This design comes from an exercise in tuning for small area on the open sky130 flow, not from production work.
Where RTL was checked, it was by simulation tests only, not by an equivalence proof against the original.
Function not checked in run 4: the RTL went through the layout flow alone.
No activity file was given, so power comes from the tool's default toggle rates.

==> design.v <==
`timescale 1ps/1ps
module ekf_est (
    clk,
    n_rst,
    start,
    init,
    mode,
    i_b,
    v_t,
    ready,
    ekf_vrc,
    ekf_soc,
    ekf_done
);
input clk, n_rst;
input start;
input init;
input mode;
input [4:0] i_b;
input [23:0] v_t;
output ready;
output [23:0] ekf_vrc;
output [23:0] ekf_soc;
output ekf_done;
localparam [23:0] TH4_1 = 24'h03645a, TH4_2 = 24'h011d14, TH4_3 = 24'h01fbe7;
localparam [23:0] TH5_1 = 24'h5d2474, TH5_2 = 24'h688659, TH5_3 = 24'h53d3c3;
localparam [23:0] A4_F = 24'h6aff26, A4_S = 24'hadf77e;
localparam [23:0] A42_F = 24'h597b91, A42_S = 24'h348cd8;
localparam [23:0] B1_F = 24'hff463e, B1_S = 24'hf8be67;
localparam [23:0] B2_F = 24'h00b729, B2_S = 24'h0727a3;
localparam [23:0] DT_F = 24'h03ea03, DT_S = 24'h0a5753;
localparam [23:0] QC = 24'h000346;       
localparam [23:0] SOC_CH = 24'h010000, SOC_DIS = 24'h640000;
localparam [4:0] S_IDLE = 5'd0, S_A = 5'd1, S_B = 5'd2, S_C = 5'd3, S_D = 5'd4,
                 S_E = 5'd5, S_F = 5'd6, S_G = 5'd7, S_H = 5'd8, S_I = 5'd9,
                 S_J = 5'd10, S_K = 5'd11, S_L = 5'd12, S_M = 5'd13, S_N = 5'd14,
                 S_O = 5'd15, S_P = 5'd16, S_INIT = 5'd17, S_DONE = 5'd18;
reg [4:0] st;
reg [6:0] c;
reg [6:0] lastc;
always @(*) begin
    case (st)
        S_A: lastc = 7'd56;
        S_B: lastc = 7'd51;
        S_C, S_G, S_J, S_K: lastc = 7'd47;
        S_D: lastc = 7'd73;
        S_E, S_F, S_H, S_I, S_L, S_M, S_O: lastc = 7'd48;
        S_N, S_P: lastc = 7'd71;
        S_INIT: lastc = 7'd23;
        default: lastc = 7'd0;
    endcase
end
wire last = (c == lastc);
wire accept = (st == S_IDLE) && start;
always @(posedge clk or negedge n_rst) begin
    if (!n_rst) begin
        st <= S_IDLE;
        c <= 7'd0;
    end else if (st == S_IDLE) begin
        c <= 7'd0;
        if (start) st <= init ? S_INIT : S_A;
    end else if (last) begin
        c <= 7'd0;
        if (st == S_P || st == S_INIT) st <= S_DONE;
        else if (st == S_DONE) st <= S_IDLE;
        else st <= st + 5'd1;
    end else begin
        c <= c + 7'd1;
    end
end
assign ready = (st == S_IDLE);
assign ekf_done = (st == S_DONE);
reg [23:0] XS, XR, P1, P2, P3, P4;
reg [24:0] VT;
reg [4:0] IBS;
reg FAST;
reg [1:0] BAND;
reg [48:0] D;
reg [23:0] K1, K2;
reg [23:0] ACCA, ACCB;
reg [4:0] MSACC;
reg NEGF;
assign ekf_soc = XS;
assign ekf_vrc = XR;
wire [6:0] xsi = XS[22:16];
wire [1:0] band_x = (xsi < 7'h14) ? 2'd0 : ((xsi <= 7'h5f) ? 2'd1 : 2'd2);
wire fast_x = mode ? (xsi > 7'd70) : (XS[22:21] == 2'b00);
wire [1:0] hb = (st >= S_M) ? band_x : BAND;
wire [23:0] TH4 = (hb == 2'd0) ? TH4_1 : ((hb == 2'd1) ? TH4_2 : TH4_3);
wire [23:0] TH5 = (BAND == 2'd0) ? TH5_1 : ((BAND == 2'd1) ? TH5_2 : TH5_3);
wire [23:0] A4 = FAST ? A4_F : A4_S;
wire [23:0] A42 = FAST ? A42_F : A42_S;
always @(posedge clk) begin
    if (accept) begin
        FAST <= init ? mode : fast_x;
        BAND <= band_x;
        IBS <= (i_b == 5'b10000) ? 5'd0 : i_b;
    end
end
reg [23:0] ca;
reg a_neg, sa_raw;
reg [6:0] da, ea;
always @(*) begin
    ca = TH4; a_neg = 1'b0; sa_raw = 1'b0; da = 7'd0; ea = 7'd23;
    case (st)
        S_A: begin sa_raw = XS[0]; da = 7'd7; ea = 7'd30; end
        S_B: begin ca = A4; sa_raw = P2[0]; end
        S_C: begin ca = A4; sa_raw = P3[0]; end
        S_D, S_E, S_M: begin sa_raw = P1[0]; end
        S_H: begin sa_raw = P3[0]; end
        S_O: begin sa_raw = P2[0]; end
        S_L: begin ca = (K1 == 24'h800000) ? 24'd0 : K1; sa_raw = VT[0]; ea = 7'd24; end
        S_N, S_P: begin ca = (K1 == 24'h800000) ? 24'd0 : K1; a_neg = 1'b1; sa_raw = D[0]; ea = 7'd48; end
        default: ;
    endcase
end
reg seen_a;
wire a_on = (c >= da) && (c <= ea);
wire a_msb = (c == ea);
wire sa = a_on & sa_raw & (~a_msb | seen_a);
wire suba = a_msb ^ a_neg;
wire [24:0] adda = ({25{sa}} & {ca[23], ca}) ^ {25{suba}};
wire [24:0] suma = {ACCA[23], ACCA} + adda + {24'd0, suba};
wire pa = suma[0];
always @(posedge clk) begin
    ACCA <= last ? 24'd0 : suma[24:1];
    seen_a <= last ? 1'b0 : (seen_a | (a_on & sa_raw & ~a_msb));
end
reg [23:0] cb;
reg b_neg, sb_raw;
reg [6:0] db, eb;
reg WREG;
wire divm = (st == S_G) || (st == S_J);
always @(*) begin
    cb = A4; b_neg = 1'b0; sb_raw = 1'b0; db = 7'd0; eb = 7'd23;
    case (st)
        S_A, S_B: begin sb_raw = XR[0]; end
        S_C: begin cb = A42; sb_raw = P4[0]; end
        S_D: begin cb = TH4; sb_raw = WREG; db = 7'd1; eb = 7'd49; end
        S_L: begin cb = (K2 == 24'h800000) ? 24'd0 : K2; sb_raw = VT[0]; eb = 7'd24; end
        S_N, S_P: begin cb = (K2 == 24'h800000) ? 24'd0 : K2; b_neg = 1'b1; sb_raw = D[0]; eb = 7'd48; end
        S_G, S_J: begin cb = K2; end
        default: ;
    endcase
end
reg seen_b;
wire b_on = (c >= db) && (c <= eb);
wire b_msb = (c == eb);
wire sb = divm | (b_on & sb_raw & (~b_msb | seen_b));
wire subb = divm ? ~(ACCB[23] ^ K2[23]) : (b_msb ^ b_neg);
wire [24:0] addb = ({25{sb}} & {cb[23], cb}) ^ {25{subb}};
wire [24:0] ainb = divm ? {ACCB, D[47]} : {ACCB[23], ACCB};
wire [24:0] sumb = ainb + addb + {24'd0, subb};
wire pb = sumb[0];
wire kbzero = (K2 == 24'd0);
wire qbit = ~sumb[24] | kbzero;
always @(posedge clk) begin
    ACCB <= last ? 24'd0 : (divm ? sumb[23:0] : sumb[24:1]);
    seen_b <= last ? 1'b0 : (seen_b | (b_on & sb_raw & ~b_msb));
end
reg ms_on;
reg [6:0] kms;
reg [23:0] msc;
always @(*) begin
    ms_on = 1'b0; kms = c - 7'd23; msc = B1_F;
    case (st)
        S_A: begin ms_on = (c >= 7'd23) && (c <= 7'd46); msc = FAST ? DT_F : DT_S; end
        S_B: begin ms_on = (c >= 7'd23) && (c <= 7'd46); msc = FAST ? B2_F : B2_S; end
        S_C: begin ms_on = (c <= 7'd23); kms = c; msc = FAST ? B1_F : B1_S; end
        default: ;
    endcase
end
wire ms_bit = ms_on & msc[kms[4:0]];
wire subs = ms_on & (kms[4:0] == 5'd23);
wire [5:0] adds = ({6{ms_bit}} & {IBS[4], IBS}) ^ {6{subs}};
wire [5:0] sums = {MSACC[4], MSACC} + adds + {5'd0, subs};
wire ps = sums[0];
always @(posedge clk) MSACC <= last ? 5'd0 : sums[5:1];
function cbit;
    input [23:0] k;
    input [6:0] cc;
    input [6:0] off;
    reg [6:0] t;
    begin
        t = cc - off;
        cbit = (cc >= off) && (t <= 7'd23) && k[t[4:0]];
    end
endfunction
reg f1_x, f1_sm, f2_x, f3_x;
always @(*) begin
    f1_x = 1'b0; f1_sm = 1'b0;
    case (st)
        S_D: f1_x = P3[0];
        S_E: f1_x = P2[0];
        S_H: f1_x = P4[0];
        S_M: begin f1_x = P3[0]; f1_sm = 1'b1; end
        S_O: begin f1_x = P4[0]; f1_sm = 1'b1; end
        default: ;
    endcase
    f2_x = P2[0];
    f3_x = P4[0];
end
reg f1_seen, f1_hold, f2_seen, f2_hold, f3_seen, f3_hold;
wire f1_out = (c < 7'd23) ? 1'b0 : (c < 7'd46) ? (f1_x ^ f1_seen) :
              (c == 7'd46) ? (((f1_sm ? (f1_x & f1_seen) : f1_x)) ^ f1_seen) : f1_hold;
wire f2_out = (c < 7'd23) ? 1'b0 : (c < 7'd46) ? (f2_x ^ f2_seen) :
              (c == 7'd46) ? ((f2_x & f2_seen) ^ f2_seen) : f2_hold;
wire f3_out = (c < 7'd47) ? 1'b0 : (c < 7'd70) ? (f3_x ^ f3_seen) :
              (c == 7'd70) ? (f3_x ^ f3_seen) : f3_hold;
always @(posedge clk) begin
    f1_seen <= last ? 1'b0 : (f1_seen | ((c >= 7'd23) && (c < 7'd46) && f1_x));
    f2_seen <= last ? 1'b0 : (f2_seen | ((c >= 7'd23) && (c < 7'd46) && f2_x));
    f3_seen <= last ? 1'b0 : (f3_seen | ((c >= 7'd47) && (c < 7'd70) && f3_x));
    if (c == 7'd46) f1_hold <= f1_out;
    if (c == 7'd46) f2_hold <= f2_out;
    if (c == 7'd70) f3_hold <= f3_out;
end
reg x1, y1, i1, x2, y2, i2, x3, y3, i3, x4, y4, i4, act4;
reg cy1, cy2, cy3, cy4;
wire s1, s2, s3, s4;
reg nseen;
wire vn_act = (c >= 7'd26) && (c <= 7'd48);
wire vn_out = s3 ^ nseen;
wire dn_out = D[0] ^ (NEGF & nseen);
always @(*) begin
    x1 = 1'b0; y1 = 1'b0; i1 = 1'b0;
    x2 = 1'b0; y2 = 1'b0; i2 = 1'b0;
    x3 = 1'b0; y3 = 1'b0; i3 = 1'b0;
    x4 = 1'b0; y4 = 1'b0; i4 = 1'b0; act4 = 1'b1;
    case (st)
        S_A: begin
            x1 = pa; y1 = cbit(TH5, c, 7'd25);
            x2 = s1; y2 = pb; i2 = 1'b1;
            x3 = s2; y3 = ps; i3 = 1'b1;
            x4 = VT[0]; y4 = vn_out; act4 = vn_act || (c == 7'd55) || (c == 7'd56);
        end
        S_B: begin x1 = pb; y1 = ps; end
        S_C: begin
            x1 = pb; y1 = cbit(QC, c, 7'd23);
            x2 = (c >= 7'd7) & XS[0]; y2 = ps;
            x3 = P1[0]; y3 = cbit(QC, c, 7'd0);
        end
        S_D: begin
            x1 = pa; y1 = f1_out;
            x2 = s1; y2 = f2_out;
            x3 = pb; y3 = cbit(QC, c, 7'd47);
            x4 = s3; y4 = f3_out; i4 = 1'b1;
        end
        S_E, S_H, S_M, S_O: begin x1 = pa; y1 = f1_out; end
        S_L: begin
            x1 = pa; y1 = (c >= 7'd24) & XS[0];
            x2 = pb; y2 = (c >= 7'd20) & XR[0];
        end
        S_N: begin
            x1 = pa; y1 = (c >= 7'd43) & P1[0];
            x2 = pb; y2 = (c >= 7'd46) & P3[0];
        end
        S_P: begin
            x1 = pa; y1 = (c >= 7'd43) & P2[0];
            x2 = pb; y2 = (c >= 7'd46) & P4[0];
        end
        default: ;
    endcase
end
wire c1 = (c == 7'd0) ? i1 : cy1;
wire c2 = (c == 7'd0) ? i2 : cy2;
wire c3 = (c == 7'd0) ? i3 : cy3;
wire c4 = (c == 7'd0) ? i4 : cy4;
wire y1e = y1 ^ i1, y2e = y2 ^ i2, y3e = y3 ^ i3, y4e = y4 ^ i4;
assign s1 = x1 ^ y1e ^ c1;
assign s2 = x2 ^ y2e ^ c2;
assign s3 = x3 ^ y3e ^ c3;
assign s4 = x4 ^ y4e ^ c4;
reg sdel;
always @(posedge clk) begin
    cy1 <= (x1 & y1e) | (x1 & c1) | (y1e & c1);
    cy2 <= (x2 & y2e) | (x2 & c2) | (y2e & c2);
    cy3 <= (x3 & y3e) | (x3 & c3) | (y3e & c3);
    cy4 <= act4 ? ((x4 & y4e) | (x4 & c4) | (y4e & c4)) : c4;
    sdel <= s1;
    WREG <= s2;
    if (last) nseen <= 1'b0;
    else if (st == S_A) begin
        if (vn_act) nseen <= nseen | s3;
    end else if (c <= 7'd47) nseen <= nseen | D[0];
end
function win;
    input [6:0] cc;
    input [6:0] lo;
    input [6:0] hi;
    begin
        win = (cc >= lo) && (cc <= hi);
    end
endfunction
reg shXS, shXR, shP1, shP2, shP3, shP4, shVT, shK1, shK2;
reg inXS, inXR, inP1, inP2, inP3, inP4, inVT, inK1, inK2, inD;
always @(*) begin
    shXS = 1'b0; shXR = 1'b0; shP1 = 1'b0; shP2 = 1'b0; shP3 = 1'b0; shP4 = 1'b0;
    shVT = 1'b0; shK1 = 1'b0; shK2 = 1'b0;
    inXS = XS[0]; inXR = XR[0]; inP1 = P1[0]; inP2 = P2[0]; inP3 = P3[0]; inP4 = P4[0];
    inVT = s4; inK1 = dn_out; inK2 = dn_out; inD = D[0];
    case (st)
        S_INIT: begin
            shXS = 1'b1; shXR = 1'b1; shP1 = 1'b1; shP2 = 1'b1; shP3 = 1'b1; shP4 = 1'b1;
            inXS = cbit(FAST ? SOC_CH : SOC_DIS, c, 7'd0);
            inXR = 1'b0; inP2 = 1'b0; inP3 = 1'b0;
            inP1 = cbit(QC, c, 7'd0); inP4 = cbit(QC, c, 7'd0);
        end
        S_A: begin
            shXS = win(c, 7'd7, 7'd30);
            shXR = win(c, 7'd0, 7'd23);
            shVT = act4;
        end
        S_B: begin
            shXR = win(c, 7'd0, 7'd45) || (c == 7'd51); inXR = s1;
            shP2 = win(c, 7'd0, 7'd46); inP2 = pa;
        end
        S_C: begin
            shP3 = win(c, 7'd0, 7'd46); inP3 = pa;
            shP4 = win(c, 7'd0, 7'd45) || (c == 7'd47); inP4 = s1;
            shXS = win(c, 7'd7, 7'd29) || (c == 7'd31); inXS = s2;
            shP1 = win(c, 7'd0, 7'd22) || (c == 7'd24); inP1 = s3;
        end
        S_D: begin
            shP1 = win(c, 7'd0, 7'd23);
            shP3 = win(c, 7'd23, 7'd46);
            shP2 = win(c, 7'd23, 7'd46);
            shP4 = win(c, 7'd47, 7'd70);
            shK2 = win(c, 7'd47, 7'd69) || (c == 7'd73); inK2 = s4;
        end
        S_E: begin
            shP1 = win(c, 7'd0, 7'd23);
            shP2 = win(c, 7'd23, 7'd46);
            inD = (c == 7'd0) ? 1'b0 : (c == 7'd47) ? s1 : sdel;
        end
        S_F, S_I: inD = dn_out;
        S_H: begin
            shP3 = win(c, 7'd0, 7'd23);
            shP4 = win(c, 7'd23, 7'd46);
            inD = (c == 7'd0) ? 1'b0 : (c == 7'd47) ? s1 : sdel;
            shK1 = win(c, 7'd4, 7'd26) || (c == 7'd47);
        end
        S_K: shK2 = win(c, 7'd1, 7'd23) || (c == 7'd47);
        S_L: begin
            shVT = win(c, 7'd0, 7'd24);
            shXS = win(c, 7'd24, 7'd46) || (c == 7'd48); inXS = s1;
            shXR = win(c, 7'd20, 7'd42) || (c == 7'd48); inXR = s2;
        end
        S_M: begin
            shP1 = win(c, 7'd0, 7'd23);
            shP3 = win(c, 7'd23, 7'd46);
            inD = s1;
        end
        S_N: begin
            shP1 = win(c, 7'd43, 7'd65) || (c == 7'd71); inP1 = s1;
            shP3 = win(c, 7'd46, 7'd68) || (c == 7'd71); inP3 = s2;
        end
        S_O: begin
            shP2 = win(c, 7'd0, 7'd23);
            shP4 = win(c, 7'd23, 7'd46);
            inD = s1;
        end
        S_P: begin
            shP2 = win(c, 7'd43, 7'd65) || (c == 7'd71); inP2 = s1;
            shP4 = win(c, 7'd46, 7'd68) || (c == 7'd71); inP4 = s2;
        end
        default: ;
    endcase
end
always @(posedge clk) begin
    if (shXS) XS <= {inXS, XS[23:1]};
    if (shXR) XR <= {inXR, XR[23:1]};
    if (shP1) P1 <= {inP1, P1[23:1]};
    if (shP2) P2 <= {inP2, P2[23:1]};
    if (shP3) P3 <= {inP3, P3[23:1]};
    if (shP4) P4 <= {inP4, P4[23:1]};
    if (shK1) K1 <= {inK1, K1[23:1]};
    if (shK2) K2 <= {inK2, K2[23:1]};
    if (accept) VT <= {v_t[23], v_t};
    else if (shVT) VT <= {inVT, VT[24:1]};
    if (divm) D <= {D[47:0], qbit};
    else D <= {inD, D[48:1]};
    if ((st == S_E || st == S_H) && (c == 7'd47)) NEGF <= s1;
    else if (divm && last) NEGF <= NEGF ^ K2[23];
end
endmodule
==> run.sh <==
#!/bin/bash
# synth_recipe.tcl (not shown) runs the flow's synth.tcl, then flattens the netlist and writes it again
# the make line also repeats each setting of config.mk as NAME=value (left out here)
make -C /OpenROAD-flow-scripts/flow DESIGN_CONFIG=/design/flow/config.mk WORK_HOME=/design/flow/orfs CLKGATE_MAP_FILE= SYNTH_SCRIPT=/design/flow/synth_recipe.tcl finish
==> config.mk <==
export PLATFORM = sky130hd
export DESIGN_NAME = ekf_est
export DESIGN_NICKNAME = ekf_est
export VERILOG_FILES = /design/flow/design.v
export SDC_FILE = /design/flow/constraint.sdc
export NUM_CORES = 8
export LEC_CHECK = 0
export CAP_MARGIN = 20
export CORE_MARGIN = 2
export CORE_UTILIZATION = 30
export PLACE_DENSITY = 0.45
export SLEW_MARGIN = 20
==> constraint.sdc <==
create_clock -name core_clock -period 20.0 [get_ports {clk}]
set_input_delay 4.0000 -clock core_clock [delete_from_list [all_inputs] [get_ports {clk}]]
set_output_delay 4.0000 -clock core_clock [all_outputs]
set_load 0.01 [all_outputs]
==> reports/metrics.cfg, run 1 <==
[run_status]
outcome = timing/DRC/antenna clean

[clocking]
clk_path_buf_depth = 3
cts_tree = yes
clk_pin_slew_ps = 70
insertion_delay_ps = 580
cts_num_sinks = 355
cts_root_buf = clkbuf_16
cts_resized = 0
numCtsBuffers = 44
post_cts_buffers = 0
hold_buffers = 0
cts_max_level = 2

[power_and_ir_drop]
p_sw_share_pct = 41.89
total_power_mw = 4.318
p_int_mw = 2.510
peakVddDrop_uv = 82.94
seqPwrFrac_pct = 29.6
powerDensity_nw_per_um2 = 195.0
p_switching_mw = 1.809
cellLeakagePower_nw = 8.512
pwr-share-comb_pct = 51.5
clockPowerShare_pct = 18.9

[setup_path]
cp_common_cell = fa_1
cp_cell_sequence = inv_1 -> ha_1 -> nand4bb_1 -> nand2_1 -> inv_1 -> ha_1 -> and4b_1 -> a21boi_0 -> a32oi_1 -> o211ai_2 -> a211o_1 -> xnor2_1 -> o21ai_0 -> fa_1 -> a221oi_1 -> fa_1 -> nor2_1 -> a221o_1 -> fa_1 -> xor2_1 -> a21oi_1 -> fa_1 -> o21ai_0
cpMaxStageDelayCell = fa_1
crit_buf_inv = 2
path_max_fanout = 11
path_depth = 23
path_class = register to register
start_kind = register
crit_required_ps = 20320
reg2reg_depth = 23
crit_arrival_ps = 8520
cpPeakStageDelay_ps = 810
crit_path_end_kind = register
crit_family = adder cells

[sta]
max_freq_ghz = 0.1220
finalHoldViolations = 0
hold_ws_ps = 414.1
setup_slack_ps = 11800
min_period_over_period_pct = 40.99
period_minus_slack_ps = 8199
finClkSkew_ps = 20.04
drv_slew = 0
grt_setup_unrepaired = no
setup_viol = 0
relSlewSlack_pct = 41.83
tightest_slew_ps = 869.4
tns_ps = 0

[global_routing]
grt_overflow = 0
grt_max_degree = 83
met2_usage_pct = 25.42
grt_util_all_layers_pct = 16.14
grt_pass1_vias = 14330
grt_pass1_wl_mm = 82.54
globalRouteMet1Util_pct = 22.57
top_usage_layer = met2
antenna_found_initial = 0
grt.met3_usage_pct = 2.380

[floorplanning]
core_um2 = 62620
num_rows = 92
start_util_pct = 30.18
io_pins = 84
die_height_um = 255.0
fp.dieW_um = 255.0
dieArea_um2 = 65010

[synthesis]
ys_seq_area_share_pct = 50.06
ys_async_sr_fraction_pct = 3.380
synth_warnings = 1
mappedNetlistArea_um2 = 18900
synthFlopType = edfxtp_1
syn-num-nets = 2105
synth_seq_cells = 355
ys_types = 90
syn_avg_cell_area_um2 = 9.519
synth_edf_count = 229
netlist_instances = 1985

[layout]
layout_common_cells = nand2_1 (445), edfxtp_1 (229), nor2_1 (152)
multiInputGateArea_um2 = 8902
fillers = 6375
seq_area_um2 = 9459
area_delta_synth_final_pct = 17.21
final_common_cell = nand2_1
n_antenna_cell = 0
finalNetCount = 2161
drive_gt1_share_pct = 6.936

[routing]
dr.pass1.iters = 7
vias = 14870
vias_per_cell = 5.090
wirelength_mm = 52.33
ant_nets = 0
drc = 0
drtIter0Drc = 1024
wl_per_cell_um = 17.91

[worst_hold_path]
holdPathStages = 0
hold_class = register to register

[placement]
place_congestion = 0.9034
dp_hpwl_mm = 36.27
portBuffers = 83
place_ws_ps = 11950

[run]
cap_violations = 0

-- cells by family (layout without fill, tap and decap cells) --
logic type	Yosys count	count (layout)	share of synthesized area (%)
simple gates	816	816	19.17
compound gates	436	436	15.00
xor+xnor	122	122	5.655
buf+inv	152	243	3.158
mux	18	18	0.9800
flops	355	355	50.06
fa+ha+maj	86	86	5.973
-- registers in the layout, indices dropped and copies added, names as in the netlist, 2 cells and up --
| register | cells |
|---|---|
| MSACC | 5 |
| ACCB | 24 |
| ACCA | 24 |
| K2 | 24 |
| XR | 24 |
| IBS | 5 |
| D | 49 |
| P2 | 24 |
| c | 7 |
| VT | 25 |
| BAND | 2 |
| XS | 24 |
| P1 | 24 |
| P3 | 24 |
| st | 5 |
| P4 | 24 |
| K1 | 24 |
-- through the flow --
step           std cells  utilization [%]  cell area [um2]
2_1_floorplan       1985                -            18900
3_3_place_gp        2841            33.02            20680
3_5_place_dp        2841            33.02            20680
4_1_cts             2922            35.36            22140
5_1_grt             2922            35.37            22150
6_report            2922            35.37            22150
-- layout make-up --
type / count / area share [%]
tap: 846 / 4.779
inverter: 43 / 0.7288
timing repair buffer: 119 / 4.971
clock buffer: 56 / 5.220
multi-input combinational: 1478 / 40.20
clock inverter: 25 / 1.395
sequential: 355 / 42.71
-- worst reg2reg max path, stage by stage, from the launching register on --
cell and delay, ps:
dfrtp_1 490, inv_1 150, ha_1 440, nand4bb_1 630
nand2_1 480, inv_1 100, ha_1 310, and4b_1 240
a21boi_0 130, a32oi_1 230, o211ai_2 170, a211o_1 410
xnor2_1 420, o21ai_0 220, fa_1 810, a221oi_1 170
fa_1 650, nor2_1 70, a221o_1 290, fa_1 630
xor2_1 160, a21oi_1 110, fa_1 550, o21ai_0 100
-- path summary, 6_finish.rpt --
path / startpoint / end / slack (ps)
max: st[1]$_DFFE_PN0P_ / VT[24]$_DFFE_PP_ / 11800
min: P4[12]$_DFFE_PP_ / P4[11]$_DFFE_PP_ / 410
min reg2reg: P4[12]$_DFFE_PP_ / P4[11]$_DFFE_PP_ / 410
min in group asynchronous: n_rst / c[6]$_DFF_PN0_ / 3810
max reg2reg: st[1]$_DFFE_PN0P_ / VT[24]$_DFFE_PP_ / 11800
max in group asynchronous: n_rst / c[1]$_DFF_PN0_ / 15780
-- routing by layer --
metal / vias to the layer above / share of wire [%]
li1: 7245 / -
met1: 7170 / 48
met2: 364 / 45
met3: 93 / 4.7
met4: 0 / 2.9
met5: - / 0
-- power by group through the flow --
stage                     sequential, mW  clock, mW  combinational (mW)
after global routing                1.31      0.869                2.48
after floorplan                     1.29          0                1.58
after detailed placement            1.29          0                2.21
after global placement              1.29          0                2.20
final                               1.28      0.815                2.23
after CTS                           1.28      0.844                2.23
-- synth_stat cells (8+ instances only) --
cell,instances,area (um2)
nand2_1,445,1670
or3_1,9,56.30
xnor2_1,82,718.2
buf_1,18,67.56
a31oi_1,36,225.2
ha_1,79,988.5
o21ai_0,74,370.4
a21o_1,39,292.8
buf_2,14,70.07
nand4_1,21,131.4
clkbuf_1,74,277.8
o21a_1,8,60.06
o22ai_1,10,62.56
xor2_1,40,350.3
inv_1,39,146.4
and3_1,11,68.82
o21bai_1,10,75.07
nand2b_1,13,81.33
edfxtp_1,229,6877
dfrtp_1,12,300.3
nor3_1,40,200.2
a221oi_1,8,70.07
a211oi_1,16,120.1
a22oi_1,8,60.06
mux2i_1,14,140.1
nor4_1,20,125.1
a21oi_1,127,635.6
nor2_1,152,570.6
nor2b_1,16,100.1
dfxtp_1,114,2282
o211ai_1,19,142.6
nand3_1,46,230.2
==> run 2, diff against run 1 <==
--- a/design.v
+++ b/design.v
@@ -44,7 +44,8 @@
         S_B: lastc = 7'd51;
         S_C, S_G, S_J, S_K: lastc = 7'd47;
         S_D: lastc = 7'd73;
-        S_E, S_F, S_H, S_I, S_L, S_M, S_O: lastc = 7'd48;
+        S_E, S_F, S_H, S_I, S_M, S_O: lastc = 7'd47;
+        S_L: lastc = 7'd48;
         S_N, S_P: lastc = 7'd71;
         S_INIT: lastc = 7'd23;
         default: lastc = 7'd0;
@@ -75,19 +76,20 @@
 reg [4:0] IBS;
 reg FAST;
 reg [1:0] BAND;
-reg [48:0] D;
+reg [47:0] D;
 reg [23:0] K1, K2;
 reg [23:0] ACCA, ACCB;
 reg [4:0] MSACC;
 reg NEGF;
 assign ekf_soc = XS;
+wire K1Z = (K1 == 24'h800000);
+wire K2Z = (K2 == 24'h800000);
 assign ekf_vrc = XR;
 wire [6:0] xsi = XS[22:16];
 wire [1:0] band_x = (xsi < 7'h14) ? 2'd0 : ((xsi <= 7'h5f) ? 2'd1 : 2'd2);
 wire fast_x = mode ? (xsi > 7'd70) : (XS[22:21] == 2'b00);
 wire [1:0] hb = (st >= S_M) ? band_x : BAND;
 wire [23:0] TH4 = (hb == 2'd0) ? TH4_1 : ((hb == 2'd1) ? TH4_2 : TH4_3);
-wire [23:0] TH5 = (BAND == 2'd0) ? TH5_1 : ((BAND == 2'd1) ? TH5_2 : TH5_3);
 wire [23:0] A4 = FAST ? A4_F : A4_S;
 wire [23:0] A42 = FAST ? A42_F : A42_S;
 always @(posedge clk) begin
@@ -98,59 +100,74 @@
     end
 end
 reg [23:0] ca;
-reg a_neg, sa_raw;
-reg [6:0] da, ea;
+reg a_neg, sa_raw, a_on, a_msb;
 always @(*) begin
-    ca = TH4; a_neg = 1'b0; sa_raw = 1'b0; da = 7'd0; ea = 7'd23;
+    ca = TH4; a_neg = 1'b0; sa_raw = 1'b0;
+    a_on = (c <= 7'd23); a_msb = (c == 7'd23);
     case (st)
-        S_A: begin sa_raw = XS[0]; da = 7'd7; ea = 7'd30; end
+        S_A: begin sa_raw = XS[0]; a_on = (c >= 7'd7) && (c <= 7'd30); a_msb = (c == 7'd30); end
         S_B: begin ca = A4; sa_raw = P2[0]; end
         S_C: begin ca = A4; sa_raw = P3[0]; end
         S_D, S_E, S_M: begin sa_raw = P1[0]; end
         S_H: begin sa_raw = P3[0]; end
         S_O: begin sa_raw = P2[0]; end
-        S_L: begin ca = (K1 == 24'h800000) ? 24'd0 : K1; sa_raw = VT[0]; ea = 7'd24; end
-        S_N, S_P: begin ca = (K1 == 24'h800000) ? 24'd0 : K1; a_neg = 1'b1; sa_raw = D[0]; ea = 7'd48; end
+        S_L: begin ca = K1Z ? 24'd0 : K1; sa_raw = VT[0]; a_on = (c <= 7'd24); a_msb = (c == 7'd24); end
+        S_N, S_P: begin ca = K1Z ? 24'd0 : K1; a_neg = 1'b1; sa_raw = D[0]; a_on = (c <= 7'd47); a_msb = (c == 7'd47); end
         default: ;
     endcase
 end
 reg seen_a;
-wire a_on = (c >= da) && (c <= ea);
-wire a_msb = (c == ea);
 wire sa = a_on & sa_raw & (~a_msb | seen_a);
 wire suba = a_msb ^ a_neg;
 wire [24:0] adda = ({25{sa}} & {ca[23], ca}) ^ {25{suba}};
-wire [24:0] suma = {ACCA[23], ACCA} + adda + {24'd0, suba};
+wire [24:0] aina = {ACCA[23], ACCA};
+reg [24:0] suma;
+reg cya;
+integer ia;
+always @(*) begin
+    cya = suba;
+    for (ia = 0; ia < 25; ia = ia + 1) begin
+        suma[ia] = aina[ia] ^ adda[ia] ^ cya;
+        cya = (aina[ia] & adda[ia]) | (aina[ia] & cya) | (adda[ia] & cya);
+    end
+end
 wire pa = suma[0];
 always @(posedge clk) begin
     ACCA <= last ? 24'd0 : suma[24:1];
     seen_a <= last ? 1'b0 : (seen_a | (a_on & sa_raw & ~a_msb));
 end
 reg [23:0] cb;
-reg b_neg, sb_raw;
-reg [6:0] db, eb;
+reg b_neg, sb_raw, b_on, b_msb;
 reg WREG;
 wire divm = (st == S_G) || (st == S_J);
 always @(*) begin
-    cb = A4; b_neg = 1'b0; sb_raw = 1'b0; db = 7'd0; eb = 7'd23;
+    cb = A4; b_neg = 1'b0; sb_raw = 1'b0;
+    b_on = (c <= 7'd23); b_msb = (c == 7'd23);
     case (st)
         S_A, S_B: begin sb_raw = XR[0]; end
         S_C: begin cb = A42; sb_raw = P4[0]; end
-        S_D: begin cb = TH4; sb_raw = WREG; db = 7'd1; eb = 7'd49; end
-        S_L: begin cb = (K2 == 24'h800000) ? 24'd0 : K2; sb_raw = VT[0]; eb = 7'd24; end
-        S_N, S_P: begin cb = (K2 == 24'h800000) ? 24'd0 : K2; b_neg = 1'b1; sb_raw = D[0]; eb = 7'd48; end
+        S_D: begin cb = TH4; sb_raw = WREG; b_on = (c >= 7'd1) && (c <= 7'd49); b_msb = (c == 7'd49); end
+        S_L: begin cb = K2Z ? 24'd0 : K2; sb_raw = VT[0]; b_on = (c <= 7'd24); b_msb = (c == 7'd24); end
+        S_N, S_P: begin cb = K2Z ? 24'd0 : K2; b_neg = 1'b1; sb_raw = D[0]; b_on = (c <= 7'd47); b_msb = (c == 7'd47); end
         S_G, S_J: begin cb = K2; end
         default: ;
     endcase
 end
 reg seen_b;
-wire b_on = (c >= db) && (c <= eb);
-wire b_msb = (c == eb);
 wire sb = divm | (b_on & sb_raw & (~b_msb | seen_b));
 wire subb = divm ? ~(ACCB[23] ^ K2[23]) : (b_msb ^ b_neg);
 wire [24:0] addb = ({25{sb}} & {cb[23], cb}) ^ {25{subb}};
 wire [24:0] ainb = divm ? {ACCB, D[47]} : {ACCB[23], ACCB};
-wire [24:0] sumb = ainb + addb + {24'd0, subb};
+reg [24:0] sumb;
+reg cyb;
+integer ib;
+always @(*) begin
+    cyb = subb;
+    for (ib = 0; ib < 25; ib = ib + 1) begin
+        sumb[ib] = ainb[ib] ^ addb[ib] ^ cyb;
+        cyb = (ainb[ib] & addb[ib]) | (ainb[ib] & cyb) | (addb[ib] & cyb);
+    end
+end
 wire pb = sumb[0];
 wire kbzero = (K2 == 24'd0);
 wire qbit = ~sumb[24] | kbzero;
@@ -158,34 +175,43 @@
     ACCB <= last ? 24'd0 : (divm ? sumb[23:0] : sumb[24:1]);
     seen_b <= last ? 1'b0 : (seen_b | (b_on & sb_raw & ~b_msb));
 end
-reg ms_on;
-reg [6:0] kms;
-reg [23:0] msc;
+function cbit;
+    input [23:0] k;
+    input [6:0] cc;
+    input [6:0] off;
+    integer i;
+    reg r;
+    begin
+        r = 1'b0;
+        for (i = 0; i < 24; i = i + 1)
+            if (k[i]) r = r | (cc == off + i);
+        cbit = r;
+    end
+endfunction
+reg ms_bit, subs;
 always @(*) begin
-    ms_on = 1'b0; kms = c - 7'd23; msc = B1_F;
+    ms_bit = 1'b0; subs = 1'b0;
     case (st)
-        S_A: begin ms_on = (c >= 7'd23) && (c <= 7'd46); msc = FAST ? DT_F : DT_S; end
-        S_B: begin ms_on = (c >= 7'd23) && (c <= 7'd46); msc = FAST ? B2_F : B2_S; end
-        S_C: begin ms_on = (c <= 7'd23); kms = c; msc = FAST ? B1_F : B1_S; end
+        S_A: begin ms_bit = FAST ? cbit(DT_F, c, 7'd23) : cbit(DT_S, c, 7'd23); end
+        S_B: begin ms_bit = FAST ? cbit(B2_F, c, 7'd23) : cbit(B2_S, c, 7'd23); end
+        S_C: begin ms_bit = FAST ? cbit(B1_F, c, 7'd0) : cbit(B1_S, c, 7'd0); subs = (c == 7'd23); end
         default: ;
     endcase
 end
-wire ms_bit = ms_on & msc[kms[4:0]];
-wire subs = ms_on & (kms[4:0] == 5'd23);
 wire [5:0] adds = ({6{ms_bit}} & {IBS[4], IBS}) ^ {6{subs}};
-wire [5:0] sums = {MSACC[4], MSACC} + adds + {5'd0, subs};
+wire [5:0] ains = {MSACC[4], MSACC};
+reg [5:0] sums;
+reg cys;
+integer is;
+always @(*) begin
+    cys = subs;
+    for (is = 0; is < 6; is = is + 1) begin
+        sums[is] = ains[is] ^ adds[is] ^ cys;
+        cys = (ains[is] & adds[is]) | (ains[is] & cys) | (adds[is] & cys);
+    end
+end
 wire ps = sums[0];
 always @(posedge clk) MSACC <= last ? 5'd0 : sums[5:1];
-function cbit;
-    input [23:0] k;
-    input [6:0] cc;
-    input [6:0] off;
-    reg [6:0] t;
-    begin
-        t = cc - off;
-        cbit = (cc >= off) && (t <= 7'd23) && k[t[4:0]];
-    end
-endfunction
 reg f1_x, f1_sm, f2_x, f3_x;
 always @(*) begin
     f1_x = 1'b0; f1_sm = 1'b0;
@@ -229,7 +255,7 @@
     x4 = 1'b0; y4 = 1'b0; i4 = 1'b0; act4 = 1'b1;
     case (st)
         S_A: begin
-            x1 = pa; y1 = cbit(TH5, c, 7'd25);
+            x1 = pa; y1 = (BAND == 2'd0) ? cbit(TH5_1, c, 7'd25) : (BAND == 2'd1) ? cbit(TH5_2, c, 7'd25) : cbit(TH5_3, c, 7'd25);
             x2 = s1; y2 = pb; i2 = 1'b1;
             x3 = s2; y3 = ps; i3 = 1'b1;
             x4 = VT[0]; y4 = vn_out; act4 = vn_act || (c == 7'd55) || (c == 7'd56);
@@ -302,7 +328,7 @@
     case (st)
         S_INIT: begin
             shXS = 1'b1; shXR = 1'b1; shP1 = 1'b1; shP2 = 1'b1; shP3 = 1'b1; shP4 = 1'b1;
-            inXS = cbit(FAST ? SOC_CH : SOC_DIS, c, 7'd0);
+            inXS = FAST ? cbit(SOC_CH, c, 7'd0) : cbit(SOC_DIS, c, 7'd0);
             inXR = 1'b0; inP2 = 1'b0; inP3 = 1'b0;
             inP1 = cbit(QC, c, 7'd0); inP4 = cbit(QC, c, 7'd0);
         end
@@ -378,8 +404,8 @@
     if (shK2) K2 <= {inK2, K2[23:1]};
     if (accept) VT <= {v_t[23], v_t};
     else if (shVT) VT <= {inVT, VT[24:1]};
-    if (divm) D <= {D[47:0], qbit};
-    else D <= {inD, D[48:1]};
+    if (divm) D <= {D[46:0], qbit};
+    else D <= {inD, D[47:1]};
     if ((st == S_E || st == S_H) && (c == 7'd47)) NEGF <= s1;
     else if (divm && last) NEGF <= NEGF ^ K2[23];
 end
--- a/config.mk
+++ b/config.mk
@@ -5,8 +5,10 @@
 export SDC_FILE = /design/flow/constraint.sdc
 export NUM_CORES = 8
 export LEC_CHECK = 0
+export ABC_AREA = 1
 export CAP_MARGIN = 20
 export CORE_MARGIN = 2
 export CORE_UTILIZATION = 30
+export CTS_BUF_LIST = sky130_fd_sc_hd__clkbuf_4
 export PLACE_DENSITY = 0.45
 export SLEW_MARGIN = 20
==> run 2 against run 1 <==
  * Utilization rose by 0.35 points
  * First-iteration DRC count shrank 2.5%
  * Routed wire length decreased by 13%
  * Critical endpoint is now ACCB[23]$_SDFF_PP0_
  * Still clean
  * Cell count decreased by 4.2%
  * Area after synthesis shrank 9.3%
  * Critical path type unchanged
  * Non-clock buffer count decreased by 24
  * Clock-buffer cell count up 103
  * Sequential cell count down 1
  * Power down 11%
  * Sequential share of layout area increased by 4.1 points
  * Die area is 9.1% lower
  * Clock power decreased by 11%
==> reports/metrics.cfg, run 2 <==
[synthesis]
synth_seq_cells = 354  ; was 355
ys_async_sr_fraction_pct = 3.390  ; was 3.380%
synth_area_leader_cell = edfxtp_1  ; unchanged
synthFlopType = edfxtp_1  ; unchanged
netlist_instances = 1815  ; was 1985
synth_common_cells = nand2_1 (481), edfxtp_1 (229), nor2_1 (207)  ; was nand2_1 (445), edfxtp_1 (229), nor2_1 (152)
syn-num-nets = 1917  ; was 2105
ys_seq_area_share_pct = 55.05  ; was 50.06%
ys_types = 56  ; was 90
synth.top_cell.area_share_pct = 40.11  ; was 36.39%
syn_avg_cell_area_um2 = 9.446  ; was 9.519 um2
synth_warnings = 1  ; unchanged
synth_edf_count = 229  ; unchanged
synth.most_common_cell = nand2_1  ; unchanged
mappedNetlistArea_um2 = 17150  ; was 18900 um2
synthTopCellsByArea = edfxtp_1 (40%), dfxtp_1 (13%), nand2_1 (11%), fa_1 (6.5%), nor2_1 (4.5%)  ; was edfxtp_1 (36%), dfxtp_1 (12%), nand2_1 (8.8%), ha_1 (5.2%), xnor2_1 (3.8%)

[setup_path]
path_max_fanout = 12  ; was 11
cpPeakStageDelay_ps = 600  ; was 810 ps
cpMaxStageDelayCell = nor2_1  ; was fa_1
crit_path_end_kind = register  ; unchanged
crit_arrival_ps = 13700  ; was 8520 ps
path_class = register to register  ; unchanged
crit_required_ps = 20750  ; was 20320 ps
cp_common_cell = fa_1  ; unchanged
start_kind = register  ; unchanged

[layout]
drive_gt1_share_pct = 11.33  ; was 6.936%
final_common_cell = nand2_1  ; unchanged
area_delta_synth_final_pct = 17.70  ; was 17.21%
largest_reg_flops = 48  ; was 49
layout_common_cells = nand2_1 (479), edfxtp_1 (229), nor2_1 (207)  ; was nand2_1 (445), edfxtp_1 (229), nor2_1 (152)
fillers = 5853  ; was 6375
regMostFlops = D  ; unchanged
top_regs = D (48), VT (25)  ; was D (49), VT (25)
finalNetCount = 2054  ; was 2161

[clocking]
hold_buffers = 0  ; unchanged
insertion_delay_ps = 860  ; was 580 ps
clk_path_buf_depth = 3  ; unchanged
numCtsBuffers = 101  ; was 44
cts_tree = yes  ; unchanged
post_cts_buffers = 0  ; unchanged
cts_root_buf = clkbuf_4  ; was clkbuf_16
cts_resized = 0  ; unchanged
cts_max_level = 3  ; was 2
cts_num_sinks = 354  ; was 355
clk_pin_slew_ps = 80  ; was 70 ps

[sta]
finalHoldViolations = 0  ; unchanged
max_freq_ghz = 0.07725  ; was 0.1220 GHz
tightest_slew_ps = 903.4  ; was 869.4 ps
min_period_over_period_pct = 64.72  ; was 40.99%
finClkSkew_ps = 80.54  ; was 20.04 ps
drv_slew = 0  ; unchanged
tns_ps = 0  ; unchanged
relSlewSlack_pct = 39.78  ; was 41.83%
setup_viol = 0  ; unchanged
setup_slack_ps = 7056  ; was 11800 ps
period_minus_slack_ps = 12940  ; was 8199 ps
grt_setup_unrepaired = no  ; unchanged

[floorplanning]
start_util_pct = 30.35  ; was 30.18%
num_rows = 87  ; was 92
dieArea_um2 = 59080  ; was 65010 um2
die_height_um = 243.1  ; was 255.0 um
io_pins = 84  ; unchanged
fp.dieW_um = 243.1  ; was 255.0 um
core_um2 = 56500  ; was 62620 um2

[worst_hold_path]
hold_class = register to register  ; unchanged

[global_routing]
grt_max_degree = 100  ; was 83
grt_overflow = 0  ; unchanged
grt_pass1_wl_mm = 72.34  ; was 82.54 mm
antenna_found_initial = 2  ; was 0
grt_pass1_vias = 13050  ; was 14330
grt_util_all_layers_pct = 15.64  ; was 16.14%

[routing]
ant_nets = 0  ; unchanged
wirelength_mm = 45.62  ; was 52.33 mm
vias = 12960  ; was 14870
drtIter0Drc = 998  ; was 1024
dr.pass1.iters = 6  ; was 7
wl_per_cell_um = 16.29  ; was 17.91 um
vias_per_cell = 4.628  ; was 5.090
drc = 0  ; unchanged

[run_status]
outcome = timing/DRC/antenna clean  ; unchanged

[placement]
dp_hpwl_mm = 32.76  ; was 36.27 mm
place_ws_ps = 7141  ; was 11950 ps
place_congestion = 0.9442  ; was 0.9034
portBuffers = 83  ; unchanged

[power_and_ir_drop]
peakVddDrop_uv = 83.23  ; was 82.94 uV
seqPwrFrac_pct = 34.8  ; was 29.6%
cellLeakagePower_nw = 8.331  ; was 8.512 nW
pwr-share-comb_pct = 46.5  ; was 51.5%
total_power_mw = 3.849  ; was 4.318 mW
p_int_mw = 2.291  ; was 2.510 mW
p_sw_share_pct = 40.47  ; was 41.89%
p_switching_mw = 1.558  ; was 1.809 mW
powerDensity_nw_per_um2 = 190.7  ; was 195.0 nW/um2
clockPowerShare_pct = 18.8  ; was 18.9%

[run]
cap_violations = 0  ; unchanged

-- run 2: cell count changes after synthesis, moves of 39 or more --
| cell | before | now |
|---|---|---|
| xnor2_1 | 82 | 3 |
| fa_1 | 7 | 56 |
| nor2_1 | 152 | 207 |
| a21o_1 | 39 | 0 |
| ha_1 | 79 | 12 |
| inv_1 | 39 | 188 |
| o21ai_0 | 74 | 116 |
| clkbuf_1 | 74 | 34 |
| a21oi_1 | 127 | 41 |
| nand3_1 | 46 | 87 |
-- run 2: layout make-up --
cell class	count	area [um2]	share of cell area (%)
Timing Repair Buffer	95	938.4	4.650
Sequential cell	354	9439	46.78
Antenna cell	5	12.51	0.06200
Multi-Input combinational cell	1199	6674	33.07
Clock inverter	31	215.2	1.066
Inverter	201	760.7	3.770
Clock buffer	159	1194	5.915
Tap cell	756	945.9	4.687
-- run 2: cell families after synthesis --
family	count (synthesis)	synth area share, %
buf+inv	262	6.210
simple gates	834	19.94
compound gates	233	7.984
xor+xnor	62	3.277
mux	2	0.1168
fa+ha+maj	68	7.414
flops	354	55.05
-- run 2: per-stage QoR --
step | instances | util [%] | hold slack [ps] | instance area [um2]
after global routing | 2800 | 35.72 | 385.6 | 20180
after floorplan | 1815 | - | 400.3 | 17150
after global placement | 2604 | 33.14 | 403.6 | 18720
after CTS | 2794 | 35.64 | 408.2 | 20130
final | 2800 | 35.72 | 396.8 | 20180
after detailed placement | 2604 | 33.14 | 404.5 | 18720
-- run 2: worst max-delay path: cells and delay by family, from the launching register on --
family	cells	cell delay, ps
adder cells (fa/ha/maj)	23	8770
AND/OR/NAND/NOR	11	2310
buffers and inverters	6	670
flip-flops	1	480
XOR/XNOR	2	360
AO/OA/AOI/OAI	1	240
-- run 2: per-layer routing --
| layer | part of all wire (%) | GRT usage, % |
|---|---|---|
| met5 | 0 | 0 |
| met3 | 6.6 | 4.578 |
| met4 | 3.3 | 6.315 |
| met1 | 47 | 21.40 |
| met2 | 43 | 23.11 |
-- run 2: power groups by stage --
stage | clock (mW) | sequential (mW) | combinational (mW)
finish | 0.722 | 1.34 | 1.79
global route | 0.793 | 1.37 | 2.06
CTS | 0.758 | 1.35 | 1.81
detailed placement | 0 | 1.35 | 1.80
global placement | 0 | 1.35 | 1.80
floorplan | 0 | 1.33 | 1.27
-- run 2: worst paths after layout --
path,start,endpoint,slack [ps],depth (start not counted)
setup / recovery,c[5]$_DFF_PN0_,ACCB[23]$_SDFF_PP0_,7060,43
max in group asynchronous,n_rst,st[4]$_DFFE_PN0P_,15910,1
hold / removal,P1[17]$_DFFE_PP_,P1[16]$_DFFE_PP_,400,0
min in group asynchronous,n_rst,c[5]$_DFF_PN0_,3570,1
setup reg to reg,c[5]$_DFF_PN0_,ACCB[23]$_SDFF_PP0_,7060,43
hold reg to reg,P1[17]$_DFFE_PP_,P1[16]$_DFFE_PP_,400,0
==> run 3, diff against run 2 <==
--- a/config.mk
+++ b/config.mk
@@ -8,7 +8,7 @@
 export ABC_AREA = 1
 export CAP_MARGIN = 20
 export CORE_MARGIN = 2
-export CORE_UTILIZATION = 30
-export CTS_BUF_LIST = sky130_fd_sc_hd__clkbuf_4
-export PLACE_DENSITY = 0.45
+export CORE_UTILIZATION = 60
+export CTS_BUF_LIST = sky130_fd_sc_hd__clkbuf_2 sky130_fd_sc_hd__clkbuf_4 sky130_fd_sc_hd__clkbuf_8
+export PLACE_DENSITY = 0.7
 export SLEW_MARGIN = 20
==> run 3 against run 2 <==
  * Utilization up 34 points
  * Combinational power about the same
  * Clock skew down 49 ps
  * Largest cell class unchanged
  * First-iteration DRC count up 46%
  * Clock-buffer cell count down 69
  * Largest power group unchanged
  * Power down 1.3%
  * Via count unchanged
  * Routed wire length down 4.6%
  * Sequential power about the same
  * Die area down 49%
  * Critical path type unchanged
==> reports/metrics.cfg, run 3 <==
[global_routing]
antenna_found_initial = 0  ; was 2
grt_max_degree = 105  ; was 100
grt_pass1_vias = 13060  ; was 13050
grt_pass1_wl_mm = 69.44  ; was 72.34 mm
grt_overflow = 0  ; unchanged
grt_util_all_layers_pct = 29.46  ; was 15.64%

[clocking]
cts_tree = yes  ; unchanged
clk_path_buf_depth = 3  ; unchanged
hold_buffers = 0  ; unchanged
cts_num_sinks = 354  ; unchanged
cts_resized = 0  ; unchanged
numCtsBuffers = 54  ; was 101
clk_pin_slew_ps = 60  ; was 80 ps
cts_max_level = 2  ; was 3
post_cts_buffers = 0  ; unchanged
cts_root_buf = clkbuf_8  ; was clkbuf_4
insertion_delay_ps = 610  ; was 860 ps

[routing]
vias = 12960  ; unchanged
wl_per_cell_um = 18.74  ; was 16.29 um
drtIter0Drc = 1459  ; was 998
vias_per_cell = 5.578  ; was 4.628
wirelength_mm = 43.53  ; was 45.62 mm
ant_nets = 0  ; unchanged
dr.pass1.iters = 6  ; unchanged
drc = 0  ; unchanged

[setup_path]
worstReg2RegEnd = ACCB[23]$_SDFF_PP0_  ; unchanged
endpoint = ACCB[23]$_SDFF_PP0_  ; unchanged
r2r_setup_slack_ps = 6710  ; was 7060 ps
cpPeakStageDelay_ps = 650  ; was 600 ps
crit_arrival_ps = 13790  ; was 13700 ps
crit_path_end_kind = register  ; unchanged
reg2reg_depth = 42  ; was 43
start_kind = register  ; unchanged
r2r_start = st[0]$_DFFE_PN0P_  ; was c[5]$_DFF_PN0_
cp_common_cell = fa_1  ; unchanged
cpMaxStageDelayCell = buf_4  ; was nor2_1
path_class = register to register  ; unchanged
path_max_fanout = 104  ; was 12
startpoint = st[0]$_DFFE_PN0P_  ; was c[5]$_DFF_PN0_
crit_required_ps = 20500  ; was 20750 ps

[sta]
tightest_slew_ps = 1099  ; was 903.4 ps
drv_slew = 0  ; unchanged
grt_setup_unrepaired = no  ; unchanged
hold_ws_ps = 417.1  ; was 396.8 ps
finClkSkew_ps = 31.28  ; was 80.54 ps
period_minus_slack_ps = 13290  ; was 12940 ps
relSlewSlack_pct = 26.54  ; was 39.78%
finalHoldViolations = 0  ; unchanged
setup_slack_ps = 6706  ; was 7056 ps
min_period_over_period_pct = 66.47  ; was 64.72%
max_freq_ghz = 0.07522  ; was 0.07725 GHz
setup_viol = 0  ; unchanged
tns_ps = 0  ; unchanged

[power_and_ir_drop]
peakVddDrop_uv = 179.9  ; was 83.23 uV
total_power_mw = 3.801  ; was 3.849 mW
powerDensity_nw_per_um2 = 196.0  ; was 190.7 nW/um2
cellLeakagePower_nw = 8.089  ; was 8.331 nW

[synthesis]
syn-num-nets = 1917  ; unchanged
synthTopCellsByArea = edfxtp_1 (40%), dfxtp_1 (13%), nand2_1 (11%), fa_1 (6.5%), nor2_1 (4.5%)  ; unchanged
synth_area_leader_cell = edfxtp_1  ; unchanged
netlist_instances = 1815  ; unchanged
ys_seq_area_share_pct = 55.05  ; unchanged
ys_types = 56  ; unchanged
synth_seq_cells = 354  ; unchanged
synth_edf_count = 229  ; unchanged
synth.top_cell.area_share_pct = 40.11  ; unchanged
synth.most_common_cell = nand2_1  ; unchanged
ys_async_sr_fraction_pct = 3.390  ; unchanged
synth_warnings = 1  ; unchanged
synthFlopType = edfxtp_1  ; unchanged
mappedNetlistArea_um2 = 17150  ; unchanged
synth_common_cells = nand2_1 (481), edfxtp_1 (229), nor2_1 (207)  ; unchanged
syn_avg_cell_area_um2 = 9.446  ; unchanged

[floorplanning]
die_height_um = 173.0  ; was 243.1 um
io_pins = 84  ; unchanged
core_um2 = 27930  ; was 56500 um2
dieArea_um2 = 29940  ; was 59080 um2
num_rows = 61  ; was 87
start_util_pct = 61.38  ; was 30.35%
fp.dieW_um = 173.0  ; was 243.1 um

[layout]
area_delta_synth_final_pct = 13.08  ; was 17.70%
multiInputGateArea_um2 = 6671  ; was 6674 um2
n_antenna_cell = 0  ; was 5
largest_reg_flops = 48  ; unchanged
seq_area_um2 = 9439  ; unchanged
final_common_cell = nand2_1  ; unchanged
final_cell_count_no_fill = 2323  ; was 2800
layout_common_cells = nand2_1 (480), edfxtp_1 (229), nor2_1 (207)  ; was nand2_1 (479), edfxtp_1 (229), nor2_1 (207)
fillers = 2174  ; was 5853
regMostFlops = D  ; unchanged
finalNetCount = 2004  ; was 2054
final_cell_area_um2 = 19390  ; was 20180 um2
postLayoutCoreUtil_pct = 69.41  ; was 35.72%
drive_gt1_share_pct = 7.969  ; was 11.33%
top_regs = D (48), VT (25)  ; unchanged

[placement]
dpl_cell_area_um2 = 18230  ; was 18720 um2
place_ws_ps = 6836  ; was 7141 ps
portBuffers = 83  ; unchanged
place_congestion = 1.024  ; was 0.9442
placed_cells = 2224  ; was 2604
dp_hpwl_mm = 31.40  ; was 32.76 mm

[run_status]
outcome = timing/DRC/antenna clean  ; unchanged

[run]
cap_violations = 0  ; unchanged

[worst_hold_path]
hold_class = register to register  ; unchanged
holdPathStages = 0  ; unchanged

run 3: per-layer routing:
layer  vias up  wire [um]  GRT usage [%]
met2       588      20040          46.72
li1       6101          -              -
met3        88       3733          6.113
met4         2       1138          8.969
met5         -         62          1.603
met1      6178      18560          41.06
run 3: worst min path at each step:
stage                     slack, ps             start               end
after floorplan                 400   P1[1]$_DFFE_PP_   P1[0]$_DFFE_PP_
after global placement          400  P4[23]$_DFFE_PP_  P4[22]$_DFFE_PP_
after detailed placement        400  P3[23]$_DFFE_PP_  P3[22]$_DFFE_PP_
after CTS                       410  P4[18]$_DFFE_PP_  P4[17]$_DFFE_PP_
after global routing            420  P4[18]$_DFFE_PP_  P4[17]$_DFFE_PP_
final                           420  P3[23]$_DFFE_PP_  P3[22]$_DFFE_PP_
run 3: power by group:
| part | total (mW) | internal [mW] | leakage [nW] | switching (mW) |
|---|---|---|---|---|
| combinational | 1.82 | 0.697 | 4.22 | 1.13 |
| clock | 0.624 | 0.346 | 0.611 | 0.278 |
| sequential | 1.35 | 1.21 | 3.26 | 0.147 |
run 3: logic make-up after synthesis:
group	share of synthesized area (%)
AO/OA/AOI/OAI	7.984
XOR/XNOR	3.277
adder cells (fa/ha/maj)	7.414
buffers and inverters	6.210
flip-flops	55.05
multiplexers	0.1168
AND/OR/NAND/NOR	19.94
run 3: worst max-delay path, delay by kind of cell (launching register included):
family | cells | cell delay (ps)
compound gates | 1 | 230
xor+xnor | 2 | 360
fa+ha+maj | 24 | 9110
buf+inv | 9 | 2080
flops | 1 | 410
simple gates | 6 | 870
run 3: area by class of cell:
class	count	share of cell area [%]
Clock buffer	90	5.421
Clock inverter	9	0.4904
Inverter	201	3.924
Multi-Input combinational cell	1199	34.41
Sequential cell	354	48.68
Tap cell	378	2.439
Timing Repair Buffer	92	4.633
==> run 4, diff against run 3 <==
--- a/design.v
+++ b/design.v
@@ -42,7 +42,8 @@
     case (st)
         S_A: lastc = 7'd56;
         S_B: lastc = 7'd51;
-        S_C, S_G, S_J, S_K: lastc = 7'd47;
+        S_C, S_K: lastc = 7'd47;
+        S_G, S_J: lastc = 7'd48;
         S_D: lastc = 7'd73;
         S_E, S_F, S_H, S_I, S_M, S_O: lastc = 7'd47;
         S_L: lastc = 7'd48;
@@ -78,7 +79,8 @@
 reg [1:0] BAND;
 reg [47:0] D;
 reg [23:0] K1, K2;
-reg [23:0] ACCA, ACCB;
+reg [23:0] ACCA;
+reg [24:0] ACCB;
 reg [4:0] MSACC;
 reg NEGF;
 assign ekf_soc = XS;
@@ -155,9 +157,9 @@
 end
 reg seen_b;
 wire sb = divm | (b_on & sb_raw & (~b_msb | seen_b));
-wire subb = divm ? ~(ACCB[23] ^ K2[23]) : (b_msb ^ b_neg);
+wire subb = divm ? ~(ACCB[24] ^ K2[23]) : (b_msb ^ b_neg);
 wire [24:0] addb = ({25{sb}} & {cb[23], cb}) ^ {25{subb}};
-wire [24:0] ainb = divm ? {ACCB, D[47]} : {ACCB[23], ACCB};
+wire [24:0] ainb = ACCB;
 reg [24:0] sumb;
 reg cyb;
 integer ib;
@@ -172,7 +174,7 @@
 wire kbzero = (K2 == 24'd0);
 wire qbit = ~sumb[24] | kbzero;
 always @(posedge clk) begin
-    ACCB <= last ? 24'd0 : (divm ? sumb[23:0] : sumb[24:1]);
+    ACCB <= last ? 25'd0 : (divm ? {sumb[23:0], D[47]} : {sumb[24], sumb[24:1]});
     seen_b <= last ? 1'b0 : (seen_b | (b_on & sb_raw & ~b_msb));
 end
 function cbit;
==> run 4 against run 3 <==
  * Sequential power barely moved
  * Critical endpoint is now ACCA[22]$_SDFF_PP0_
  * Critical path type unchanged
  * Combinational power fell by 3%
  * Still clean
  * Sequential share of layout area barely moved
  * Critical path depth fell by 3
  * Register-to-register slack improved by 510 ps
  * Utilization rose by 0.089 points
==> reports/metrics.cfg, run 4 <==
[run_status]
outcome = timing/DRC/antenna clean  ; unchanged

[power_and_ir_drop]
powerDensity_nw_per_um2 = 192.3  ; was 196.0 nW/um2
cellLeakagePower_nw = 8.153  ; was 8.089 nW
peakVddDrop_uv = 99.66  ; was 179.9 uV
total_power_mw = 3.734  ; was 3.801 mW

[clocking]
cts_max_level = 2  ; unchanged
hold_buffers = 0  ; unchanged
clk_path_buf_depth = 3  ; unchanged
cts_resized = 0  ; unchanged
cts_tree = yes  ; unchanged
cts_root_buf = clkbuf_8  ; unchanged
post_cts_buffers = 0  ; unchanged
cts_num_sinks = 355  ; was 354
clk_pin_slew_ps = 60  ; about the same
numCtsBuffers = 56  ; was 54
insertion_delay_ps = 610  ; about the same

[worst_hold_path]
hold_class = register to register  ; unchanged
min-delay-start = P3[21]$_DFFE_PP_  ; was P3[23]$_DFFE_PP_

[layout]
area_delta_synth_final_pct = 13.74  ; was 13.08%
regMostFlops = D  ; unchanged
finalNetCount = 2005  ; was 2004
n_antenna_cell = 0  ; unchanged
final_common_cell = nand2_1  ; unchanged
top_regs = D (48), ACCB (25), VT (25)  ; was D (48), VT (25)
drive_gt1_share_pct = 8.363  ; was 7.969%
final_cell_area_um2 = 19410  ; was 19390 um2
fillers = 2210  ; was 2174
largest_reg_flops = 48  ; unchanged
final_cell_count_no_fill = 2327  ; was 2323
layout_common_cells = nand2_1 (503), edfxtp_1 (229), inv_1 (212)  ; was nand2_1 (480), edfxtp_1 (229), nor2_1 (207)

[synthesis]
synth.top_cell.area_share_pct = 40.29  ; was 40.11%
synth_edf_count = 229  ; unchanged
synthTopCellsByArea = edfxtp_1 (40%), dfxtp_1 (13%), nand2_1 (11%), fa_1 (6.6%), inv_1 (4.7%)  ; was edfxtp_1 (40%), dfxtp_1 (13%), nand2_1 (11%), fa_1 (6.5%), nor2_1 (4.5%)
ys_async_sr_fraction_pct = 3.380  ; was 3.390%
syn_avg_cell_area_um2 = 9.456  ; was 9.446 um2
synth.most_common_cell = nand2_1  ; unchanged
ys_seq_area_share_pct = 55.42  ; was 55.05%
netlist_instances = 1805  ; was 1815
synth_seq_cells = 355  ; was 354
synth_common_cells = nand2_1 (503), edfxtp_1 (229), inv_1 (212)  ; was nand2_1 (481), edfxtp_1 (229), nor2_1 (207)
synth_warnings = 1  ; unchanged
mappedNetlistArea_um2 = 17070  ; was 17150 um2
ys_types = 61  ; was 56
synth_area_leader_cell = edfxtp_1  ; unchanged
syn-num-nets = 1909  ; was 1917
synthFlopType = edfxtp_1  ; unchanged

[routing]
vias = 12710  ; was 12960
wirelength_mm = 39.54  ; was 43.53 mm
dr.pass1.iters = 9  ; was 6
ant_nets = 0  ; unchanged
drtIter0Drc = 1467  ; was 1459
drc = 0  ; unchanged
wl_per_cell_um = 16.99  ; was 18.74 um
vias_per_cell = 5.464  ; was 5.578

[sta]
tightest_slew_ps = 977.5  ; was 1099 ps
finalHoldViolations = 0  ; unchanged
hold_ws_ps = 410.9  ; was 417.1 ps
grt_setup_unrepaired = no  ; unchanged
drv_slew = 0  ; unchanged
min_period_over_period_pct = 63.90  ; was 66.47%
setup_viol = 0  ; unchanged
period_minus_slack_ps = 12780  ; was 13290 ps
tns_ps = 0  ; unchanged
relSlewSlack_pct = 34.43  ; was 26.54%
finClkSkew_ps = 48.93  ; was 31.28 ps
max_freq_ghz = 0.07825  ; was 0.07522 GHz

[setup_path]
startpoint = st[0]$_DFFE_PN0P_  ; unchanged
crit_family = adder cells  ; unchanged
crit_required_ps = 20450  ; was 20500 ps
crit_path_end_kind = register  ; unchanged
start_kind = register  ; unchanged
r2r_start = st[0]$_DFFE_PN0P_  ; unchanged
path_class = register to register  ; unchanged
path_max_fanout = 23  ; was 104
crit_arrival_ps = 13230  ; was 13790 ps
crit_buf_inv = 5  ; was 9
r2r_setup_slack_ps = 7220  ; was 6710 ps
cpPeakStageDelay_ps = 590  ; was 650 ps
cpMaxStageDelayCell = inv_1  ; was buf_4
cp_common_cell = fa_1  ; unchanged

[global_routing]
antenna_found_initial = 0  ; unchanged
grt_pass1_wl_mm = 64.39  ; was 69.44 mm
grt_util_all_layers_pct = 26.68  ; was 29.46%
grt_max_degree = 79  ; was 105
grt_pass1_vias = 12430  ; was 13060
grt_overflow = 0  ; unchanged

[floorplanning]
fp.dieW_um = 172.7  ; was 173.0 um
start_util_pct = 61.10  ; was 61.38%
num_rows = 61  ; unchanged
die_height_um = 172.7  ; was 173.0 um
core_um2 = 27930  ; unchanged
io_pins = 84  ; unchanged
dieArea_um2 = 29810  ; was 29940 um2

[placement]
dpl_cell_area_um2 = 18180  ; was 18230 um2
dp_hpwl_mm = 28.09  ; was 31.40 mm
portBuffers = 83  ; unchanged
place_congestion = 1.056  ; was 1.024
placed_cells = 2219  ; was 2224

[run]
cap_violations = 0  ; unchanged

[run 4: cell count changes after synthesis, moves of 4 or more]
cell and change:
a21oi_1 +19, o21a_1 -22, nor2_1 -49, clkbuf_1 -4
nand2_2 +7, inv_1 +24, o21ai_1 +7, o21ai_0 -24
nand2_1 +22, a31oi_1 -7, nor4_1 +4, o22ai_1 +4
[run 4: worst paths after layout]
kind | endpoint | cells after the start
worst max-delay path | ACCA[22]$_SDFF_PP0_ | 39
worst min-delay path | P3[20]$_DFFE_PP_ | 0
worst max register to register | ACCA[22]$_SDFF_PP0_ | 39
worst min register to register | P3[20]$_DFFE_PP_ | 0
max in group asynchronous | c[1]$_DFF_PN0_ | 1
min in group asynchronous | st[4]$_DFFE_PN0P_ | 1
[run 4: stage by stage]
stage / util [%] / worst slack, ps
after floorplan: - / 8730
after CTS: 69.38 / 7300
after global placement: 65.06 / 7633
after global routing: 69.50 / 6549
final: 69.50 / 7220
after detailed placement: 65.10 / 7300
[run 4: area by class of cell]
| class | instances | area (um2) | area share, % |
|---|---|---|---|
| clock buffers | 85 | 1007 | 5.188 |
| clock inverters | 21 | 188.9 | 0.9732 |
| inverters | 226 | 852.1 | 4.389 |
| multi-input cells | 1166 | 6490 | 33.43 |
| flip-flops and latches | 355 | 9459 | 48.72 |
| well taps | 378 | 473.0 | 2.436 |
| repair buffers | 96 | 943.4 | 4.860 |
[run 4: layer usage]
layer  vias to the layer above  share of wire (%)  GRT usage, %
met5                         -                  0             0
met4                         0                3.5         10.28
met3                       110                8.6         5.431
met2                       567                 44         40.09
met1                      5971                 44         38.55
li1                       6066                  -             -
[run 4: cells by family after synthesis]
logic type,after synthesis,share of synthesized area (%)
xor+xnor,62,3.181
buf+inv,284,6.736
mux,1,0.05864
fa+ha+maj,70,7.594
compound gates,211,7.045
flops,355,55.42
simple gates,822,19.97
[run 4: where the power goes]
group | internal, mW | total [mW] | switching (mW) | leakage, nW
Combinational | 0.646 | 1.76 | 1.11 | 4.25
Clock | 0.362 | 0.642 | 0.280 | 0.633
Sequential | 1.20 | 1.33 | 0.136 | 3.27
Total | 2.21 | 3.73 | 1.53 | 8.15

port drivers added, routing unchanged:
How much do the figures lean on ideal ports? The routed layouts below were timed once more, with nothing changed but the port constraints. Step 1 (the two cells are an assumption about what drives the block):
set clk [get_ports {clk}]
set_driving_cell -lib_cell sky130_fd_sc_hd__clkbuf_16 $clk
set_driving_cell -lib_cell sky130_fd_sc_hd__buf_2 [delete_from_list [all_inputs] $clk]
Step 2 also shifts input and output timing later by t, the mid clock arrival at the registers, as if the neighbouring blocks saw the same clock. a / b / c = no drivers / after step 1 / after step 2; a / b = the first two.
| run | shift t [ns] | setup WS [ns] | worst setup path at the end | worst register clock-pin slew, ns |
|---|---|---|---|---|
| run 1 | 0.633 | 11.801 / 11.801 / 11.801 | register to register | 0.07 / 0.07 |
| run 2 | 0.871 | 7.056 / 7.056 / 7.056 | register to register | 0.08 / 0.08 |
| run 3 | 0.639 | 6.706 / 6.706 / 6.706 | register to register | 0.07 / 0.07 |
| run 4 | 0.631 | 7.220 / 7.220 / 7.220 | register to register | 0.07 / 0.07 |
After both steps every run listed still meets setup and hold.
